Context: an optimization exercise on an open-source flow, tuned for small area. The choices shown serve that exercise and are no tape-out recipe.
No functional check of the RTL was part of any run shown here.
No activity file was given, so power comes from the tool's default toggle rates.

### flow/design.v
module NCO #(N = 32, B = 8)(
  input clk,
  input rst,                  
  input [N-1:0] ctrl,         
  output reg [15:0] sin_out   
);
function automatic [N-1:0] add;
  input [N-1:0] a, b;
  integer i, k;
  reg c, G, P;
  reg [N-1:0] g, p;
  begin
    g = a & b;
    p = a ^ b;
    c = 1'b0;
    for (k = 0; k < N; k = k + B) begin
      G = 1'b0; P = 1'b1;
      for (i = k; i < k + B; i = i + 1) begin
        G = g[i] | (p[i] & G);
        P = P & p[i];
      end
      for (i = k; i < k + B; i = i + 1) begin
        add[i] = p[i] ^ c;
        c = g[i] | (p[i] & c);
      end
      c = G | (P & c);
    end
  end
endfunction
reg [N-1:0] phase;
reg [7:0] ph1, ph2;
always @(posedge clk) begin
  if (rst)
    phase <= {N{1'b0}};
  else
    phase <= add(phase, ctrl);
  ph1 <= phase[N-1:N-8];
  ph2 <= ph1;
end
wire [6:0] sin_lut_sel = ph2[6] ? (7'd64 - {1'b0, ph2[5:0]}) : {1'b0, ph2[5:0]};
reg [14:0] sin_lut_val;
always @(*) begin
  case(sin_lut_sel)
    7'd0 : sin_lut_val = 15'h0000;
    7'd1 : sin_lut_val = 15'h0324;
    7'd2 : sin_lut_val = 15'h0648;
    7'd3 : sin_lut_val = 15'h096A;
    7'd4 : sin_lut_val = 15'h0C8C;
    7'd5 : sin_lut_val = 15'h0FAB;
    7'd6 : sin_lut_val = 15'h12C8;
    7'd7 : sin_lut_val = 15'h15E2;
    7'd8 : sin_lut_val = 15'h18F9;
    7'd9 : sin_lut_val = 15'h1C0B;
    7'd10 : sin_lut_val = 15'h1F1A;
    7'd11 : sin_lut_val = 15'h2223;
    7'd12 : sin_lut_val = 15'h2528;
    7'd13 : sin_lut_val = 15'h2826;
    7'd14 : sin_lut_val = 15'h2B1F;
    7'd15 : sin_lut_val = 15'h2E11;
    7'd16 : sin_lut_val = 15'h30FB;
    7'd17 : sin_lut_val = 15'h33DF;
    7'd18 : sin_lut_val = 15'h36BA;
    7'd19 : sin_lut_val = 15'h398C;
    7'd20 : sin_lut_val = 15'h3C56;
    7'd21 : sin_lut_val = 15'h3F17;
    7'd22 : sin_lut_val = 15'h41CE;
    7'd23 : sin_lut_val = 15'h447A;
    7'd24 : sin_lut_val = 15'h471C;
    7'd25 : sin_lut_val = 15'h49B4;
    7'd26 : sin_lut_val = 15'h4C3F;
    7'd27 : sin_lut_val = 15'h4EBF;
    7'd28 : sin_lut_val = 15'h5133;
    7'd29 : sin_lut_val = 15'h539B;
    7'd30 : sin_lut_val = 15'h55F5;
    7'd31 : sin_lut_val = 15'h5842;
    7'd32 : sin_lut_val = 15'h5A82;
    7'd33 : sin_lut_val = 15'h5CB3;
    7'd34 : sin_lut_val = 15'h5ED7;
    7'd35 : sin_lut_val = 15'h60EB;
    7'd36 : sin_lut_val = 15'h62F1;
    7'd37 : sin_lut_val = 15'h64E8;
    7'd38 : sin_lut_val = 15'h66CF;
    7'd39 : sin_lut_val = 15'h68A6;
    7'd40 : sin_lut_val = 15'h6A6D;
    7'd41 : sin_lut_val = 15'h6C23;
    7'd42 : sin_lut_val = 15'h6DC9;
    7'd43 : sin_lut_val = 15'h6F5E;
    7'd44 : sin_lut_val = 15'h70E2;
    7'd45 : sin_lut_val = 15'h7254;
    7'd46 : sin_lut_val = 15'h73B5;
    7'd47 : sin_lut_val = 15'h7504;
    7'd48 : sin_lut_val = 15'h7641;
    7'd49 : sin_lut_val = 15'h776B;
    7'd50 : sin_lut_val = 15'h7884;
    7'd51 : sin_lut_val = 15'h7989;
    7'd52 : sin_lut_val = 15'h7A7C;
    7'd53 : sin_lut_val = 15'h7B5C;
    7'd54 : sin_lut_val = 15'h7C29;
    7'd55 : sin_lut_val = 15'h7CE3;
    7'd56 : sin_lut_val = 15'h7D89;
    7'd57 : sin_lut_val = 15'h7E1D;
    7'd58 : sin_lut_val = 15'h7E9C;
    7'd59 : sin_lut_val = 15'h7F09;
    7'd60 : sin_lut_val = 15'h7F61;
    7'd61 : sin_lut_val = 15'h7FA6;
    7'd62 : sin_lut_val = 15'h7FD8;
    7'd63 : sin_lut_val = 15'h7FF5;
    7'd64 : sin_lut_val = 15'h7FFF;
    default : sin_lut_val = 15'h0000;
  endcase
  sin_out = ph2[7] ? -{1'b0, sin_lut_val} : {1'b0, sin_lut_val};
end
endmodule
module Chirp #(N = 32, B = 8)(
  input clk,
  input rst,
  input [7:0] delay,           
  input reverse,               
  input [N-1:0] min_ctrl,      
  input [N-1:0] max_ctrl,      
  input [N-1:0] inc_rate,      
  input [N-1:0] div_rate,      
  output reg nco_reset,        
  output reg [N-1:0] nco_ctrl  
);
function automatic ge;
  input [N-1:0] a, b;
  integer i, k;
  reg c, G, T;
  begin
    c = 1'b1;
    for (k = 0; k < N; k = k + B) begin
      G = 1'b0; T = 1'b1;
      for (i = k; i < k + B; i = i + 1) begin
        G = (a[i] & ~b[i]) | ((a[i] | ~b[i]) & G);
        T = T & (a[i] | ~b[i]);
      end
      c = G | (T & c);
    end
    ge = c;
  end
endfunction
function automatic [N-1:0] add;
  input [N-1:0] a, b;
  input ci;
  integer i, k;
  reg c, G, P;
  reg [N-1:0] g, p;
  begin
    g = a & b;
    p = a ^ b;
    c = ci;
    for (k = 0; k < N; k = k + B) begin
      G = 1'b0; P = 1'b1;
      for (i = k; i < k + B; i = i + 1) begin
        G = g[i] | (p[i] & G);
        P = P & p[i];
      end
      for (i = k; i < k + B; i = i + 1) begin
        add[i] = p[i] ^ c;
        c = g[i] | (p[i] & c);
      end
      c = G | (P & c);
    end
  end
endfunction
function automatic [N-1:0] add_cs;
  input [N-1:0] a, b;
  input ci;
  integer i;
  reg c, c0, c1;
  reg [N-1:0] g, p;
  begin
    g = a & b;
    p = a ^ b;
    c = ci;
    for (i = 0; i < N/2; i = i + 1) begin
      add_cs[i] = p[i] ^ c;
      c = g[i] | (p[i] & c);
    end
    c0 = 1'b0; c1 = 1'b1;
    for (i = N/2; i < N; i = i + 1) begin
      add_cs[i] = p[i] ^ (c ? c1 : c0);
      c0 = g[i] | (p[i] & c0);
      c1 = g[i] | (p[i] & c1);
    end
  end
endfunction
function automatic [N-1:0] dec;
  input [N-1:0] a;
  integer i, k;
  reg c, P;
  begin
    c = 1'b1;
    for (k = 0; k < N; k = k + B) begin
      P = ~|a[k +: B];
      for (i = k; i < k + B; i = i + 1) begin
        dec[i] = a[i] ^ c;
        c = c & ~a[i];
      end
      c = P & c;
    end
  end
endfunction
wire [N-1:0] stt_ctrl = reverse ? max_ctrl : min_ctrl;
wire end_flag = reverse ? ge(min_ctrl, nco_ctrl) : ge(nco_ctrl, max_ctrl);
reg [N-1:0] rate_count_n;     
reg [7:0] delay_count;
wire step = ge(~div_rate, rate_count_n);
wire [N-1:0] nco_step = add_cs(nco_ctrl, inc_rate ^ {N{reverse}}, reverse);
always @(posedge clk) begin
  if (rst) begin
    rate_count_n <= {N{1'b1}};
    delay_count <= 8'b0;
    nco_reset <= 1'b1;
    nco_ctrl <= {N{1'b0}};
  end else begin
    if (end_flag) begin
      nco_ctrl <= stt_ctrl;
      rate_count_n <= dec(rate_count_n);
    end else if (step) begin
      nco_ctrl <= nco_step;
      rate_count_n <= {N{1'b1}};
    end else
      rate_count_n <= dec(rate_count_n);
    if (end_flag) begin
      if (delay_count >= delay)
        delay_count <= 8'b0;
      else
        delay_count <= delay_count + 1'b1;
    end
    nco_reset <= |delay_count;
  end
end
endmodule
module WaveGenerator #(N = 32, M = 16)(
  input clk,
  input rst,
  input chirp_reverse,             
  input [7:0] chirp_delay,         
  input [N-1:0] chirp_min_ctrl,    
  input [N-1:0] chirp_max_ctrl,    
  input [N-1:0] chirp_inc_rate,    
  input [N-1:0] chirp_div_rate,    
  output [M-1:0] waveform          
);
wire chirp_nco_reset;
wire [N-1:0] chirp_nco_ctrl;
NCO #(.N(N)) NCO0 (
  .clk     ( clk             ),
  .rst     ( chirp_nco_reset ),
  .ctrl    ( chirp_nco_ctrl  ),
  .sin_out ( waveform        )
);
Chirp #(.N(N)) Chirp0 (
  .clk       ( clk             ),
  .rst       ( rst             ),
  .delay     ( chirp_delay     ),
  .reverse   ( chirp_reverse   ),
  .min_ctrl  ( chirp_min_ctrl  ),
  .max_ctrl  ( chirp_max_ctrl  ),
  .inc_rate  ( chirp_inc_rate  ),
  .div_rate  ( chirp_div_rate  ),
  .nco_reset ( chirp_nco_reset ),
  .nco_ctrl  ( chirp_nco_ctrl  )
);
endmodule
### flow/flow/run.sh
#!/bin/bash
# Standard ORFS layout, with these changes:
#  - synthesis maps logic with an area-oriented ABC script (flow/abc.script)
#    and leaves adders as plain logic (no full/half-adder cells); registers
#    are the standard synthesis's (same passes up to mapping, same names)
#  - ports are buffered with the smallest buffer
set -u
W=$(pwd)
export MY_ABC_SCRIPT=$W/flow/abc.script
export MY_NO_FA=1
bash standard.sh SYNTH_SCRIPT=$W/flow/my_synth.tcl \
  BUFFER_PORTS_ARGS="-buffer_cell sky130_fd_sc_hd__buf_1" finish > standard.log 2>&1
### flow/flow/abc.script
strash
ifraig
dch
map -D 5000
topo
stime -c
### flow/flow/my_synth.tcl
proc synth {args} { yosys synth -nofsm -noshare {*}$args }
if { [info exists ::env(MY_ABC_SCRIPT)] && $::env(MY_ABC_SCRIPT) ne "" } {
  proc abc {args} {
    set i [lsearch -exact $args -script]
    if { $i >= 0 } { set args [lreplace $args $i [expr {$i + 1}] -script $::env(MY_ABC_SCRIPT)] }
    set i [lsearch -exact $args -D]
    if { $i >= 0 && [info exists ::env(MY_ABC_D)] } { set args [lreplace $args $i [expr {$i + 1}] -D $::env(MY_ABC_D)] }
    puts "my abc: $args"
    yosys abc {*}$args
  }
}
if { [info exists ::env(MY_NO_FA)] && $::env(MY_NO_FA) eq "1" } {
  proc extract_fa {args} { puts "extract_fa skipped" }
}
source $::env(SCRIPTS_DIR)/synth.tcl
# left out here: clear keep_hierarchy, flatten, clean up, hide names made inside functions, write 1_2_yosys.v
### flow/standard.sh
#!/bin/bash
# synth_recipe.tcl (not shown) runs the flow's synth.tcl, then flattens the netlist and writes it again
# the make line also repeats each setting of config.mk as NAME=value (left out here)
make -C /OpenROAD-flow-scripts/flow DESIGN_CONFIG=/design/flow/config.mk WORK_HOME=/design/flow/orfs CLKGATE_MAP_FILE= SYNTH_SCRIPT=/design/flow/synth_recipe.tcl "${@:-finish}"
### flow/config.mk
export PLATFORM = sky130hd
export DESIGN_NAME = WaveGenerator
export DESIGN_NICKNAME = WaveGenerator
export VERILOG_FILES = /design/flow/design.v
export SDC_FILE = /design/flow/constraint.sdc
export NUM_CORES = 4
export LEC_CHECK = 0
export CAP_MARGIN = 20
export CORE_MARGIN = 2
export CORE_UTILIZATION = 40
export CTS_BUF_LIST = sky130_fd_sc_hd__clkbuf_4 sky130_fd_sc_hd__clkbuf_8
export SLEW_MARGIN = 20
### flow/constraint.sdc
create_clock -name core_clock -period 6.0 [get_ports {clk}]
set_input_delay 1.2000 -clock core_clock [delete_from_list [all_inputs] [get_ports {clk}]]
set_output_delay 1.2000 -clock core_clock [all_outputs]
set_load 0.01 [all_outputs]
==> results.txt, run 1 <==
Logic synthesis:
- The primary flip-flop cell chosen by synthesis mapping is sky130_fd_sc_hd__dfxtp_1.
- The number of cells produced by synthesis is 1,362.
- Yosys attributes the largest share of cell area to sky130_fd_sc_hd__dfxtp_1 (28%), sky130_fd_sc_hd__nand2_1 (13%), sky130_fd_sc_hd__clkinv_1 (7.1%), sky130_fd_sc_hd__o21ai_0 (6.8%), sky130_fd_sc_hd__a21oi_1 (6.6%).
- The simple-gate area share of the yosys netlist is 28.77%.
- The distinct cell type count after synthesis is 35.
- The synthesized-area fraction occupied by xor and xnor cells is 8.274%.
- The synthesized design contains 0 enable-type register cells.
- The synthesized netlist devotes 27.35% of its cell area to compound gates.
- The multiplexer share of the synthesized area is 0.2595%.
- The synthesized netlist devotes 0.3460% of its cell area to adder and majority cells.
- Counting every net in the synthesized netlist gives 1,501.
- The synthesized netlist occupies a cell area of 8680 µm².
- The share of the Yosys chip area taken by registers is 27.91%.
- For this run, asynchronously set or reset flops after synthesis account for 0%.
- The synthesized flop and latch total is 121.
- The top cell type by area accounts for 27.91% of the synthesized area.
- The per-instance average area after synthesis is 6.373 µm².
- By area, the combinational part of the netlist is dominated by simple AND/OR/NAND/NOR gates.
- Summed over all instances, the cell type with the most area after synthesis is sky130_fd_sc_hd__dfxtp_1.
- During synthesis, Yosys emitted a total of 2 warnings.

Floorplan:
- The initial utilization of the core area, before any placement, comes to 41.03%.
- In this run the standard cell core region covers 21,150 µm².
- The height of the die is 151.3 µm.
- The die covers 22,890 µm².
- In this run the count of I/O pins placed on the die edge is 155.
- The horizontal extent of the die is 151.3 µm.
- The floorplan has 53 rows.

Power:
- The proportion of power drawn by the clock network is 27.6%.
- The switching power summed over all nets is 0.001091 W.
- Cell internal power was estimated by the tool at 0.001797 W.
- Dividing total power by cell area gives a power density of 235.7 nW/µm².
- The combinational group share of total power is 40.6%.
- IR analysis of the VDD net gives a maximum drop of 0.0001781 V.
- The leakage power summed over all cells is 5.001 nW.
- The sequential share of power is 31.8%.
- The share of total power consumed by net switching is 37.77%.

Setup path:
- The maximum cell stage delay along the critical path is 0.20 ns.
- The worst setup path is captured at a flop.
- The data required time at the worst endpoint is 6.32 ns.
- The arrival time of the worst setup path is 7.08 ns.
- By startpoint and endpoint, the worst setup path is classified as in -> reg.
- The largest driver fanout on the critical path is 5.
- The most common cell type on the critical path is sky130_fd_sc_hd__buf_4.
- The startpoint type of the worst setup path is an input pin.
- The master of the slowest instance on the critical path is sky130_fd_sc_hd__xor2_2.

Placement:
- Prior to clock tree synthesis, the placed netlist has a worst setup slack of -1.238 ns.
- Including well taps, the total number of placed cells is 1,861.
- The congestion estimate from routability-driven global placement came to 0.9194.
- The total of buffers placed on input and output ports is 154.
- The final HPWL from detailed placement is 19,630 µm.

Detailed routing:
- For this block, the routed nets add up to 31,790 µm of wire.
- Before antenna repair, the detailed router went through 5 iterations.
- The number of antenna-violating nets in the routed design is 0.
- Summing over every cut layer, the via total after detailed routing is 11,210.
- After detailed routing, the number of vias per cell comes to 5.452.
- The DRC violation count after routing is 0.
- Dividing the detail-routed wire length by the instance count gives 15.46 µm.
- The number of DRC violations after detailed-routing iteration 0 is 628.

GRT:
- The wire length of the first global-routing pass is 51,570 µm.
- The met2 usage in global routing is 47.15%.
- The busiest layer in global routing is met2.
- Entering global routing, the biggest net connects 52 pins.
- Across every metal layer, demand over resource in global routing totals 28.29%.
- The global routing usage on met1 is 33.19%.
- Global routing used 6.747% of the available met3 tracks.
- Summed over all layers, the global routing overflow is 0.
- The initial antenna violation count came to 2.
- The number of global-route vias before repair came to 10,740.

Timing:
- The max-slew headroom at the worst pin is 36.60%.
- In the post-route analysis, the smallest setup slack over all paths is -0.7626 ns.
- The worst hold slack is 0.3258 ns.
- The hold violation total from the final report is 0.
- Setup violations remaining at the end of the flow were counted as 8.
- Clock skew on the completed layout was measured at 0.01572 ns.
- Setup repair after global routing could not meet its margin everywhere.
- The fraction of the cycle the final worst path needs is 112.7%.
- The timing-limited maximum frequency is 0.1479 GHz.
- The max-slew violation total from the final report is 0.
- At the pin with the least slew margin, the transition time is 0.9452 ns.
- The post-route minimum period is 6.763 ns.

Clocking:
- In this run the number of H-tree levels came out at 4.
- TritonCTS built the clock tree.
- The clock drives 121 sinks.
- For this design, the CTS-stage hold fixing added 0 buffers.
- The worst-case clock buffer depth is 2.
- The later-pin clock latency in the skew report is 0.45 ns.
- After clock tree synthesis, the clock-pin slew on the worst setup and hold paths is 0.08 ns.
- The total CTS buffers is 17.
- CTS placed an instance of sky130_fd_sc_hd__clkbuf_8 at the clock tree root.

Final layout:
- Leaving out fill and tap cells, the most frequent cells in the layout are sky130_fd_sc_hd__nand2_1 (251), sky130_fd_sc_hd__buf_4 (220), sky130_fd_sc_hd__clkinv_1 (152).
- Leaving out filler cells and counting taps, the final layout contains 2,057.
- The leading cell type in the layout, fill and taps excluded is sky130_fd_sc_hd__nand2_1.
- From synthesis to final layout, the design area changed by 41.16%.
- The post-route netlist has 23.65% of its cells at a drive strength greater than 1.
- The count of nets after finishing is 1,906.

Worst hold path:
- The class of the tightest hold or removal check is reg -> reg.

Outcome:
- The flow ran to the end, but the layout failed its checks.
- The run did not pass the layout checks because of negative setup slack.

Flow run:
- The number of max-cap violations is 0.
[layer usage]
layer	routed length (µm)	up-vias
li1	-	5537
met1	12980	5049
met2	14860	491
met3	2403	137
met4	1544	0
met5	0	-
[cell type report]
cell class              count  area, µm²
clock buffers              18      247.7
multi-input cells        1077       6042
fillers                  2064       8902
inverters                 164      619.3
repair buffers            386       2395
clock inverters            14      173.9
well taps                 275      344.1
diodes                      2      5.005
flip-flops and latches    121       2425
[flip-flops by register name, summed over array words and instances (netlist names)]
signal               count
Chirp0.delay_count       8
Chirp0.nco_ctrl         32
Chirp0.nco_reset         1
Chirp0.rate_count_n     32
NCO0.ph1                 8
NCO0.ph2                 8
NCO0.phase              32
[cell families (layout without fill, tap and decap cells)]
| group | count (synthesis) | in the layout |
|---|---|---|
| AND/OR/NAND/NOR | 595 | 595 |
| buffers and inverters | 164 | 582 |
| XOR/XNOR | 82 | 82 |
| AO/OA/AOI/OAI | 395 | 395 |
| multiplexers | 2 | 2 |
| other | 0 | 2 |
| adder cells (fa/ha/maj) | 3 | 3 |
| flip-flops | 121 | 121 |
[final timing paths]
path	from	cells past startpoint	end	slack, ns
worst min-delay path	NCO0.ph1[2]	0	NCO0.ph2[2]	0.33
worst min register to register	NCO0.ph1[2]	0	NCO0.ph2[2]	0.33
worst max-delay path	chirp_reverse	49	Chirp0.nco_ctrl[8]	-0.76
worst max register to register	Chirp0.nco_ctrl[1]	48	Chirp0.nco_ctrl[8]	-0.16
[power by group through the flow]
stage | logic, W | clock network, W | registers, W
final | 0.00117 | 0.000797 | 0.000920
after global routing | 0.00129 | 0.000845 | 0.000929
after CTS | 0.00111 | 0.000806 | 0.000918
after detailed placement | 0.000879 | 0 | 0.000936
after global placement | 0.000876 | 0 | 0.000934
after floorplan | 0.000581 | 0 | 0.000924
[critical path, delay by kind of cell]
family	cells	cell delay [ns]
buffers and inverters	32	3.88
XOR/XNOR	2	0.39
AND/OR/NAND/NOR	8	0.84
AO/OA/AOI/OAI	7	0.74
[synthesized netlist by cell type, types with 4 or more instances]
cell,number
sky130_fd_sc_hd__a21oi_1,115
sky130_fd_sc_hd__a211oi_1,5
sky130_fd_sc_hd__or2_2,24
sky130_fd_sc_hd__a22oi_1,39
sky130_fd_sc_hd__o22ai_1,29
sky130_fd_sc_hd__nand3_1,74
sky130_fd_sc_hd__nand2_1,304
sky130_fd_sc_hd__xnor2_1,33
sky130_fd_sc_hd__nand3b_1,18
sky130_fd_sc_hd__o21a_1,4
sky130_fd_sc_hd__nand4_1,5
sky130_fd_sc_hd__nor3_1,19
sky130_fd_sc_hd__nor2_1,148
sky130_fd_sc_hd__a221oi_1,9
sky130_fd_sc_hd__a31oi_1,21
sky130_fd_sc_hd__o211ai_1,19
sky130_fd_sc_hd__dfxtp_1,121
sky130_fd_sc_hd__o21ai_0,118
sky130_fd_sc_hd__a2111oi_0,5
sky130_fd_sc_hd__clkinv_1,164
sky130_fd_sc_hd__o221ai_1,11
sky130_fd_sc_hd__xor2_1,49
[stage by stage]
step	TNS, ns	total power [W]	cell area, µm²	utilization (%)
floorplan	-0.9650	0.001505	8736	-
global placement	-5.014	0.001810	10200	48.21
detailed placement	-6.248	0.001815	10200	48.21
CTS	-2.009	0.002831	12060	57.01
global route	-7.247	0.003068	12250	57.90
finish	-3.547	0.002887	12250	57.92
[what timing repair did]
item | 4_1_cts | 5_1_grt
buffers inserted | 179 | 28
gates resized for setup | 24 | 112
endpoints found under the setup margin | 6 | 39
pin swaps | 22 | 60
==> run 2: changes to the inputs <==
--- a/flow/design.v
+++ b/flow/design.v
@@ -166,24 +166,2 @@
 endfunction
-function automatic [N-1:0] add_cs;
-  input [N-1:0] a, b;
-  input ci;
-  integer i;
-  reg c, c0, c1;
-  reg [N-1:0] g, p;
-  begin
-    g = a & b;
-    p = a ^ b;
-    c = ci;
-    for (i = 0; i < N/2; i = i + 1) begin
-      add_cs[i] = p[i] ^ c;
-      c = g[i] | (p[i] & c);
-    end
-    c0 = 1'b0; c1 = 1'b1;
-    for (i = N/2; i < N; i = i + 1) begin
-      add_cs[i] = p[i] ^ (c ? c1 : c0);
-      c0 = g[i] | (p[i] & c0);
-      c1 = g[i] | (p[i] & c1);
-    end
-  end
-endfunction
 function automatic [N-1:0] dec;
@@ -209,3 +187,3 @@
 wire step = ge(~div_rate, rate_count_n);
-wire [N-1:0] nco_step = add_cs(nco_ctrl, inc_rate ^ {N{reverse}}, reverse);
+wire [N-1:0] nco_step = add(nco_ctrl, inc_rate ^ {N{reverse}}, reverse);
 always @(posedge clk) begin
==> run 2 against run 1 <==
Effect of this change:
- maximum frequency fell by 0.11%
- count of clock-buffer cells in the layout fell by 1
- die area is 0.21% higher
- sequential power rose by 2%
- clock power is 9.2% lower
- cell count rose by 1.8%
- final area grew 1.4%
- still fails the layout checks on negative setup slack
- wire length is 0.62% higher
- sequential share of layout area fell by 0.27 points
- global-route usage fell by 0.89 points
- first-iteration DRC count is 8.6% lower
==> results.txt, run 2 <==
Floorplan:
- The starting density of the core is 41.12%.
- The die covers 22,940 µm².
- The horizontal extent of the die is 151.5 µm.
- The number of top-level pins is 155.
- The number of standard-cell rows in the floorplan is 53.
- The height of the die is 151.5 µm.
- The area of the core is 21,150 µm².

Logic synthesis:
- The fraction of post-synthesis cell area in the top cell type by area is 27.85%.
- The number of flops mapped to enable cells by yosys is 0.
- The primary flip-flop cell chosen by synthesis mapping is sky130_fd_sc_hd__dfxtp_1.
- Sequential cells were found to cover 27.85% of the synthesized design area.
- In the post-synthesis netlist, the biggest area contributors are sky130_fd_sc_hd__dfxtp_1 (28%), sky130_fd_sc_hd__nand2_1 (14%), sky130_fd_sc_hd__clkinv_1 (7.3%), sky130_fd_sc_hd__nor2_1 (6.7%), sky130_fd_sc_hd__o21ai_0 (6.7%).
- The synthesized design spends more area on one cell type than any other, namely sky130_fd_sc_hd__dfxtp_1.
- The share of synthesized registers carrying an async set or reset is 0%.
- When the netlist entered floorplanning its net count stood at 1,507.
- The distinct cell type count after synthesis is 36.
- The number of warnings printed during yosys synthesis is 2.
- The number of cells produced by synthesis is 1,368.
- In the post-synthesis netlist, the cell with the most instances is sky130_fd_sc_hd__nand2_1.
- The synthesized flop and latch total is 121.
- The synthesized netlist occupies a cell area of 8698 µm².
- By count the netlist is led by sky130_fd_sc_hd__nand2_1 (317), sky130_fd_sc_hd__clkinv_1 (169), sky130_fd_sc_hd__nor2_1 (155), sky130_fd_sc_hd__dfxtp_1 (121), sky130_fd_sc_hd__o21ai_0 (116).
- Averaged over all synthesized cells, the footprint is 6.358 µm².

Clocking:
- The CTS tree is done.
- The clock passes through at most 2 buffers.
- Clock-pin slew was measured on the worst setup and hold paths at 0.10 ns.
- The clock reaches the later pin of the worst-skew pair after 0.46 ns.
- The clock tree synthesis step divided the H-tree into 4 levels.
- The clock sink count is 121.
- The CTS root buffer is sky130_fd_sc_hd__clkbuf_8.
- The total CTS buffers is 17.

Final layout:
- At the end of the flow, the number of nets in the layout was 1,943.
- The leading cell type in the layout, fill and taps excluded is sky130_fd_sc_hd__nand2_1.
- The area added between synthesis and finish is 42.81%.
- The post-layout instance count excluding filler cells is 2,094.
- The fraction of final layout cells sized beyond drive strength 1 is 22.01%.
- Fill cells in the final layout number 2,020.
- In the final layout, flip-flops and latches occupy 2425 µm².
- The library cells used most frequently in the layout, excluding fill and tap cells, are sky130_fd_sc_hd__nand2_1 (278), sky130_fd_sc_hd__buf_4 (243), sky130_fd_sc_hd__clkinv_1 (167).
- The area of the multi-input gates is 5972 µm².
- The largest registers in the layout are Chirp0.nco_ctrl: 32 flops, Chirp0.rate_count_n: 32 flops, NCO0.phase: 32 flops.

Detailed routing:
- The sum of routed wire length over all layers is 31,990 µm.
- The DRC violation count after routing is 0.
- The detail route stage leaves a number of antenna-violating nets equal to 0.
- The number of DRC violations after detailed-routing iteration 0 is 574.
- The mean number of vias per cell is 5.419.
- The detailed-route wire length per cell is 15.28 µm.
- The routed layout has 11,350 vias.
- The first TritonRoute pass finished after 7 iterations.

Placement:
- The final HPWL from detailed placement is 19,570 µm.
- The final RePlAce weighted congestion is 0.9233.
- The total of buffers placed on input and output ports is 154.
- In this run, placement finished with an instance count of 1,852.

Timing:
- The hold violation total from the final report is 0.
- For this run, the top clock speed supported by timing is 0.1477 GHz.
- The sum of negative setup slack is -5.283 ns.
- The fraction of the cycle the final worst path needs is 112.8%.
- The worst setup margin is -0.7701 ns.
- Across all hold checks on the routed design, the worst slack comes to 0.3290 ns.
- Setup repair after global routing could not meet its margin everywhere.
- The max-slew violation total from the final report is 0.
- The clock arrives with 0.01892 ns of skew.
- The worst pin sits at a relative slew slack of 32.79%.
- The routed design could run at a clock period as short as 6.770 ns.
- Setup violations remaining at the end of the flow were counted as 11.
- At the pin with the least slew margin, the transition time is 0.9827 ns.

Worst hold path:
- The critical hold path startpoint is NCO0.ph1[1].
- The count of cells along the worst hold path is 0.
- The end point of the most critical hold path is NCO0.ph2[1].
- The class of the tightest hold or removal check is reg -> reg.

Setup path:
- On the critical path, the stage with the largest delay is an instance of sky130_fd_sc_hd__xor2_2.
- Counting cells, the worst reg-to-reg path comes to 48.
- The maximum cell stage delay along the critical path is 0.20 ns.
- For the worst setup path, the data required time is 6.34 ns.
- The worst setup slack for register-to-register paths is -0.25 ns.
- Of all nets on the critical path, the largest fanout is 4.
- The critical path starts at chirp_reverse.
- The critical path is of the in -> reg type.
- The most common cell type on the critical path is sky130_fd_sc_hd__buf_4.
- The endpoint type of the worst setup path is a flop.
- In this run the critical register-to-register path is captured at Chirp0.nco_ctrl[4].
- The launch instance of the worst register-to-register path is Chirp0.nco_ctrl[1].
- The worst setup path is launched from an input pin.
- The arrival time of the worst setup path is 7.11 ns.

GRT:
- The first global-routing pass estimated 50,310 µm of wire.
- The initial antenna violation count is 2.
- Global routing used 27.40% of the available tracks across all layers.
- The number of global-route vias before repair is 10,920.
- The leftover overflow at the end of global routing is 0.
- Entering global routing, the biggest net connects 45 pins.

Power:
- The sum of internal, switching and leakage power is 0.003101 W.
- Across the VDD grid, the largest voltage drop is 0.0001424 V.
- The leakage power summed over all cells is 5.170 nW.
- The power per standard cell area is 249.6 nW/µm².

Flow run:
- Max-cap violations in this run came to 0.

Outcome:
- The flow ran to the end, but the layout failed its checks.
- The run did not pass the layout checks because of negative setup slack.
[run 2: cells by family after synthesis]
logic type	count (synthesis)	synth area share, %
DFF	121	27.85
AOI/OAI and AO/OA	382	26.44
buffers and inverters	169	7.293
muxes	3	0.3596
and+or+nand+nor	604	29.06
xor gates and xnor gates	86	8.659
adders and majority gates	3	0.3452
[run 2: area by class of cell]
class | count | area share [%]
antenna | 2 | 0.04029
timing repair buffer | 417 | 21.39
sequential | 121 | 19.52
tap | 275 | 2.770
multi-input combinational | 1078 | 48.08
inverter | 169 | 5.107
clock buffer | 17 | 1.884
clock inverter | 15 | 1.209
[run 2: worst max-delay path: cells and delay by family]
| kind | cells | cell delay, ns |
|---|---|---|
| and+or+nand+nor | 5 | 0.49 |
| buffers and inverters | 38 | 4.69 |
| AOI/OAI and AO/OA | 4 | 0.36 |
| xor gates and xnor gates | 2 | 0.35 |
[run 2: what timing repair did]
item,CTS,global route
endpoints found under the setup margin,6,25
pin swaps,25,43
hold buffers,0,0
buffers inserted,214,37
resized for setup,26,85
[run 2: power by group]
group | internal, W | switching, W
Sequential | 0.000870 | 0.0000658
Combinational | 0.000649 | 0.000792
Clock | 0.000310 | 0.000414
Total | 0.00183 | 0.00127
[run 2: worst max path at each step]
stage	cells after the start	to
after floorplan	55	Chirp0.nco_ctrl[31]
after global placement	56	Chirp0.nco_ctrl[31]
after detailed placement	56	Chirp0.nco_ctrl[31]
after CTS	53	Chirp0.nco_ctrl[12]
after global routing	57	Chirp0.nco_ctrl[31]
final	49	Chirp0.nco_ctrl[4]
[run 2: per-stage QoR]
stage | area (µm²) | utilization (%) | setup WS [ns]
detailed placement | 10100 | 47.73 | -1.212
CTS | 12190 | 57.64 | -0.2442
global route | 12420 | 58.70 | -1.041
global placement | 10100 | 47.73 | -1.075
finish | 12420 | 58.72 | -0.7701
floorplan | 8740 | - | -0.3131
[run 2: metal layers]
| metal | routed length (µm) | share of wire, % | track usage, % | vias to the layer above |
|---|---|---|---|---|
| li1 | - | - | - | 5594 |
| met1 | 12900 | 40 | 31.23 | 5136 |
| met2 | 15360 | 48 | 47.67 | 468 |
| met3 | 2125 | 6.6 | 5.509 | 150 |
| met4 | 1604 | 5.0 | 15.65 | 0 |
| met5 | 0 | 0 | 0 | - |
==> run 3: changes to the inputs <==
--- a/flow/flow/run.sh
+++ b/flow/flow/run.sh
@@ -11,2 +11,4 @@
 bash standard.sh SYNTH_SCRIPT=$W/flow/my_synth.tcl \
-  BUFFER_PORTS_ARGS="-buffer_cell sky130_fd_sc_hd__buf_1" finish > standard.log 2>&1
+  BUFFER_PORTS_ARGS="-buffer_cell sky130_fd_sc_hd__buf_1" \
+  SETUP_MOVE_SEQUENCE=unbuffer,sizeup,swap,clone \
+  RECOVER_POWER=100 finish > standard.log 2>&1
--- a/flow/flow/my_synth.tcl
+++ b/flow/flow/my_synth.tcl
@@ -8,3 +8,13 @@
     puts "my abc: $args"
-    yosys abc {*}$args
+    if { [info exists ::env(MY_ABC_KEEP_SCRIPT)] && [info exists ::env(SYNTH_KEEP_MODULES)] } {
+      set kargs $args
+      set i [lsearch -exact $kargs -script]
+      set kargs [lreplace $kargs $i [expr {$i + 1}] -script $::env(MY_ABC_KEEP_SCRIPT)]
+      foreach m $::env(SYNTH_KEEP_MODULES) {
+        yosys abc {*}$kargs $m
+      }
+      yosys abc {*}$args $::env(DESIGN_NAME)
+    } else {
+      yosys abc {*}$args
+    }
   }
==> run 3 against run 2 <==
Effect of this change:
- largest power group unchanged
- die area did not move
- global-route usage is 4.9 points lower
- sequential share of layout area up 3.1 points
- still fails the layout checks on negative setup slack
- via count shrank 12%
- synthesized cell count stayed put
- critical path type unchanged
- utilization fell by 8.2 points
==> results.txt, run 3 <==
Logic synthesis:
- The per-instance average area after synthesis is 6.358 µm².
- Sorting the synthesized cells by how often they occur yields sky130_fd_sc_hd__nand2_1 (317), sky130_fd_sc_hd__clkinv_1 (169), sky130_fd_sc_hd__nor2_1 (155), sky130_fd_sc_hd__dfxtp_1 (121), sky130_fd_sc_hd__o21ai_0 (116).
- After synthesis, the largest family of logic cells by area is simple AND/OR/NAND/NOR gates.
- The post-synthesis net count is 1,507.
- The post-synthesis sequential area ratio is 27.85%.
- Summing the areas of all fa, ha and maj instances in the mapped netlist gives 0.3452% of the synthesized area.
- The post-synthesis compound-gate area fraction is 26.44%.
- The multiplexer share of the synthesized area is 0.3596%.
- The fraction of post-synthesis cell area in the top cell type by area is 27.85%.
- The cell area that synthesis handed to floorplanning was 8698 µm².
- Yosys instantiated no cell more often than sky130_fd_sc_hd__nand2_1.
- Yosys attributes the largest share of cell area to sky130_fd_sc_hd__dfxtp_1 (28%), sky130_fd_sc_hd__nand2_1 (14%), sky130_fd_sc_hd__clkinv_1 (7.3%), sky130_fd_sc_hd__nor2_1 (6.7%), sky130_fd_sc_hd__o21ai_0 (6.7%).
- Synthesis produced a netlist whose cell count is 1,368.
- The library cell with the largest summed area after synthesis is sky130_fd_sc_hd__dfxtp_1.
- The synthesized netlist devotes 8.659% of its cell area to XOR and XNOR gates.
- Counting flops and latches in the post-synthesis netlist gives 121.
- The number of flops mapped to enable cells by yosys is 0.
- Of all flip-flops after synthesis, the portion carrying an async set or reset was 0%.
- After synthesis, the netlist uses 36 different library cells.
- The primary flip-flop cell chosen by synthesis mapping is sky130_fd_sc_hd__dfxtp_1.
- During synthesis, Yosys emitted a total of 2 warnings.
- Of the total synthesized cell area, the portion taken by AND, OR, NAND and NOR gates is 29.06%.

Floorplan:
- The horizontal extent of the die is 151.5 µm.
- The floorplan step defined a core boundary enclosing 21,150 µm².
- The starting density of the core is 41.12%.
- The number of top-level pins is 155.
- The die area is 22,940 µm².
- Measured along the y axis, the die boundary spans 151.5 µm.
- The number of standard-cell rows in the floorplan is 53.

Detailed routing:
- In this run the remaining antenna-violating nets after routing total 0.
- The DRC violation count after routing is 0.
- The sum of routed wire length over all layers is 25,830 µm.
- The number of DRC violations after detailed-routing iteration 0 is 409.
- The number of search-and-repair iterations in the first detailed-routing pass is 5.
- The routed layout has 9,959 vias.
- The detailed-route wire length per cell is 13.70 µm.
- The mean number of vias per cell is 5.283.

Timing:
- The count of final setup violators is 2.
- Of the available clock period, the critical path in the final layout requires 102.0%.
- For this run, the top clock speed supported by timing is 0.1634 GHz.
- The max-slew violation total from the final report is 0.
- The max-slew headroom at the worst pin is 27.70%.
- The smallest clock period supported by the final layout is computed as 6.121 ns.
- The worst setup margin is -0.1214 ns.
- For the pin with the worst max-slew slack, the measured transition is 1.084 ns.
- The hold violation total from the final report was 0.
- The worst clock skew is 0.01962 ns.
- Setup repair after global routing could not meet its margin everywhere.

Power:
- Internal power comes to 0.001585 W.
- Total power for the finished layout comes to 0.002729 W.
- Net switching is 41.93% of the power.
- The switching power summed over all nets is 0.001144 W.
- The power per standard cell area is 255.1 nW/µm².
- The sequential share of power is 34.2%.
- Across the VDD grid, the largest voltage drop is 0.0001386 V.
- The proportion of power drawn by the clock network is 26.5%.
- The combinational group share of total power is 39.3%.
- The leakage power summed over all cells is 4.161 nW.

Setup path:
- The worst register-to-register path begins at Chirp0.nco_ctrl[1].
- The launching instance or port of the critical path is chirp_reverse.
- The worst setup path is of the in -> reg kind.
- At the worst endpoint, the arrival time is 6.50 ns.
- The number of cells on the worst reg-to-reg path is 61.
- The data required time at the worst endpoint is 6.38 ns.
- The startpoint type of the worst setup path is an input pin.
- By instance count, the cell type seen most on the critical path is sky130_fd_sc_hd__nand2_2.
- The master of the slowest instance on the critical path is sky130_fd_sc_hd__xnor2_4.
- The largest single stage delay on the critical path is 0.20 ns.
- The worst setup path is captured at a flop.
- The largest driver fanout on the critical path is 4.

Final layout:
- The fraction of final layout cells sized beyond drive strength 1 is 10.25%.
- The final cell area excluding filler cells is 10,700 µm².
- The largest registers in the layout are Chirp0.nco_ctrl: 32 flops, Chirp0.rate_count_n: 32 flops, NCO0.phase: 32 flops.
- The area added between synthesis and finish is 22.97%.
- Leaving out filler cells and counting taps, the final layout contains 1,885.
- The library cell used most frequently in the layout, excluding fill and tap cells, is sky130_fd_sc_hd__nand2_1.
- Leaving out fill and tap cells, the most frequent cells in the layout are sky130_fd_sc_hd__nand2_1 (294), sky130_fd_sc_hd__clkinv_1 (167), sky130_fd_sc_hd__nor2_1 (152).
- At the end of the flow, the number of nets in the layout was 1,735.

GRT:
- Global routing used 22.51% of the available tracks.
- The initial antenna violation count came to 2.
- The first global-routing pass estimated 41,700 µm of wire.
- The number of global-route vias before repair is 9,189.
- The total overflow left after global routing is 0.
- Entering global routing, the biggest net connects 45 pins.

Placement:
- The count of buffers added on input and output ports is 154.
- The final RePlAce weighted congestion is 0.9233.
- Timing analysis after detailed placement gives a worst setup slack of -1.212 ns.
- In this run the cell area measured after placement is 10,100 µm².
- The final HPWL from detailed placement is 19,570 µm.
- Once placement completed, the tool counted placed cells totaling 1,852.

Clocking:
- The clock passes through at most 2 buffers.
- The maximum level of the CTS H-tree is 4.
- For the worst-skew pair, the clock arrives at the later sink with an insertion delay of 0.46 ns.
- The clock sink count is 121.
- The number of clock buffers added by TritonCTS is 17.
- Clock-pin slew was measured on the worst setup and hold paths at 0.07 ns.
- The root buffer cell chosen for the clock tree is sky130_fd_sc_hd__clkbuf_8.
- The number of setup buffers added after CTS is 0.
- The CTS tree is done.

Outcome:
- The flow ran to the end, but the layout failed its checks.
- The checks that failed: negative setup slack.

Worst hold path:
- The count of cells along the worst hold path is 0.
- The startpoint identified for the worst hold timing path is NCO0.ph1[1].
- The class of the tightest hold or removal check is reg -> reg.

Flow run:
- The number of max-cap violations is 0.
==> run 3: cell types whose count changed in the layout (fill, tap and decap cells not counted), moves of 16 or more <==
cell / delta
sky130_fd_sc_hd__nand2_1: +16
sky130_fd_sc_hd__buf_4: -190
sky130_fd_sc_hd__nand2_2: -16
sky130_fd_sc_hd__buf_6: -21
==> run 3: timing repair <==
action                                  CTS  global route
hold buffers                              0             0
pin swaps                                23            26
endpoints found under the setup margin    6            13
gates resized for setup                  18            63
gates cloned                              0             0
==> run 3: worst paths after layout <==
path | end | slack (ns)
max | Chirp0.nco_ctrl[31] | -0.12
min | NCO0.ph2[1] | 0.33
max reg2reg | NCO0.phase[31] | 0.38
min reg2reg | NCO0.ph2[1] | 0.33
==> run 3: power groups by stage <==
stage	Sequential, W	Clock (W)	Combinational [W]
floorplan	0.000939	0	0.000680
global placement	0.000951	0	0.00102
detailed placement	0.000953	0	0.00102
CTS	0.000935	0.000742	0.00104
global route	0.000946	0.000770	0.00120
finish	0.000934	0.000722	0.00107
==> run 3: cell families after synthesis <==
group	Yosys count
simple gates	604
compound gates	382
buf+inv	169
flops	121
xor+xnor	86
mux	3
fa+ha+maj	3
==> run 3: per-stage QoR <==
stage                     hold slack (ns)  TNS, ns  util (%)
final                              0.3290  -0.1684     50.56
after floorplan                    0.3096  -0.6004         -
after global placement             0.3108   -4.860     47.73
after detailed placement           0.3132   -5.777     47.73
after CTS                          0.3313  -0.1619     49.86
after global routing               0.3339   -3.518     50.55
==> run 3: area by class of cell <==
cell class	instances	area, µm²
Tap cell	275	344.1
Fill cell	2272	10460
Timing Repair Buffer	209	1002
Clock inverter	15	150.1
Sequential cell	121	2425
Clock buffer	17	234.0
Multi-Input combinational cell	1078	5904
Antenna cell	1	2.502
Inverter	169	634.4
==> run 3: layer usage <==
metal | global-route usage [%] | part of all wire [%] | vias up | routed length, µm
li1 | - | - | 5182 | -
met1 | 26.98 | 44 | 4470 | 11330
met2 | 40.14 | 48 | 258 | 12360
met3 | 4.132 | 5.6 | 49 | 1456
met4 | 8.131 | 2.6 | 0 | 677
met5 | 0 | 0 | - | 0
==> run 3: worst max-delay path: cells and delay by family <==
| family | cells | cell delay (ns) |
|---|---|---|
| xor gates and xnor gates | 2 | 0.36 |
| and+or+nand+nor | 35 | 2.99 |
| AOI/OAI and AO/OA | 18 | 1.84 |
| buffers and inverters | 1 | 0.11 |

-- port drivers added, routing unchanged --
The results above use ideal ports. As a check the final layouts listed here were re-extracted and re-timed, cells and wires unchanged.
Step 1 (the two cells are an assumption about what drives the block):
set clk [get_ports {clk}]
set_driving_cell -lib_cell sky130_fd_sc_hd__clkbuf_16 $clk
set_driving_cell -lib_cell sky130_fd_sc_hd__buf_2 [delete_from_list [all_inputs] $clk]
Step 2 adds t to the input delays and takes it off the output delays; t is the mean of the earliest and latest rising clock arrival at the registers after step 1. Input paths then give back, and output paths get back, about the clock's delay inside the block.
a / b / c = no drivers / after step 1 / after step 2; a / b = the first two.
run	shift t [ns]	setup slack, ns	worst hold slack (ns)	worst setup path after step 2
run 1	0.484	-0.763 / -0.788 / -1.272	0.326 / 0.326 / 0.326	input to register
run 2	0.491	-0.770 / -0.767 / -1.258	0.329 / 0.329 / 0.329	input to register
run 3	0.488	-0.121 / -0.126 / -0.615	0.329 / 0.329 / 0.329	input to register
The setup slack of run 1, which loses most, moves by -0.025 ns with the drivers and by -0.509 ns with both steps.
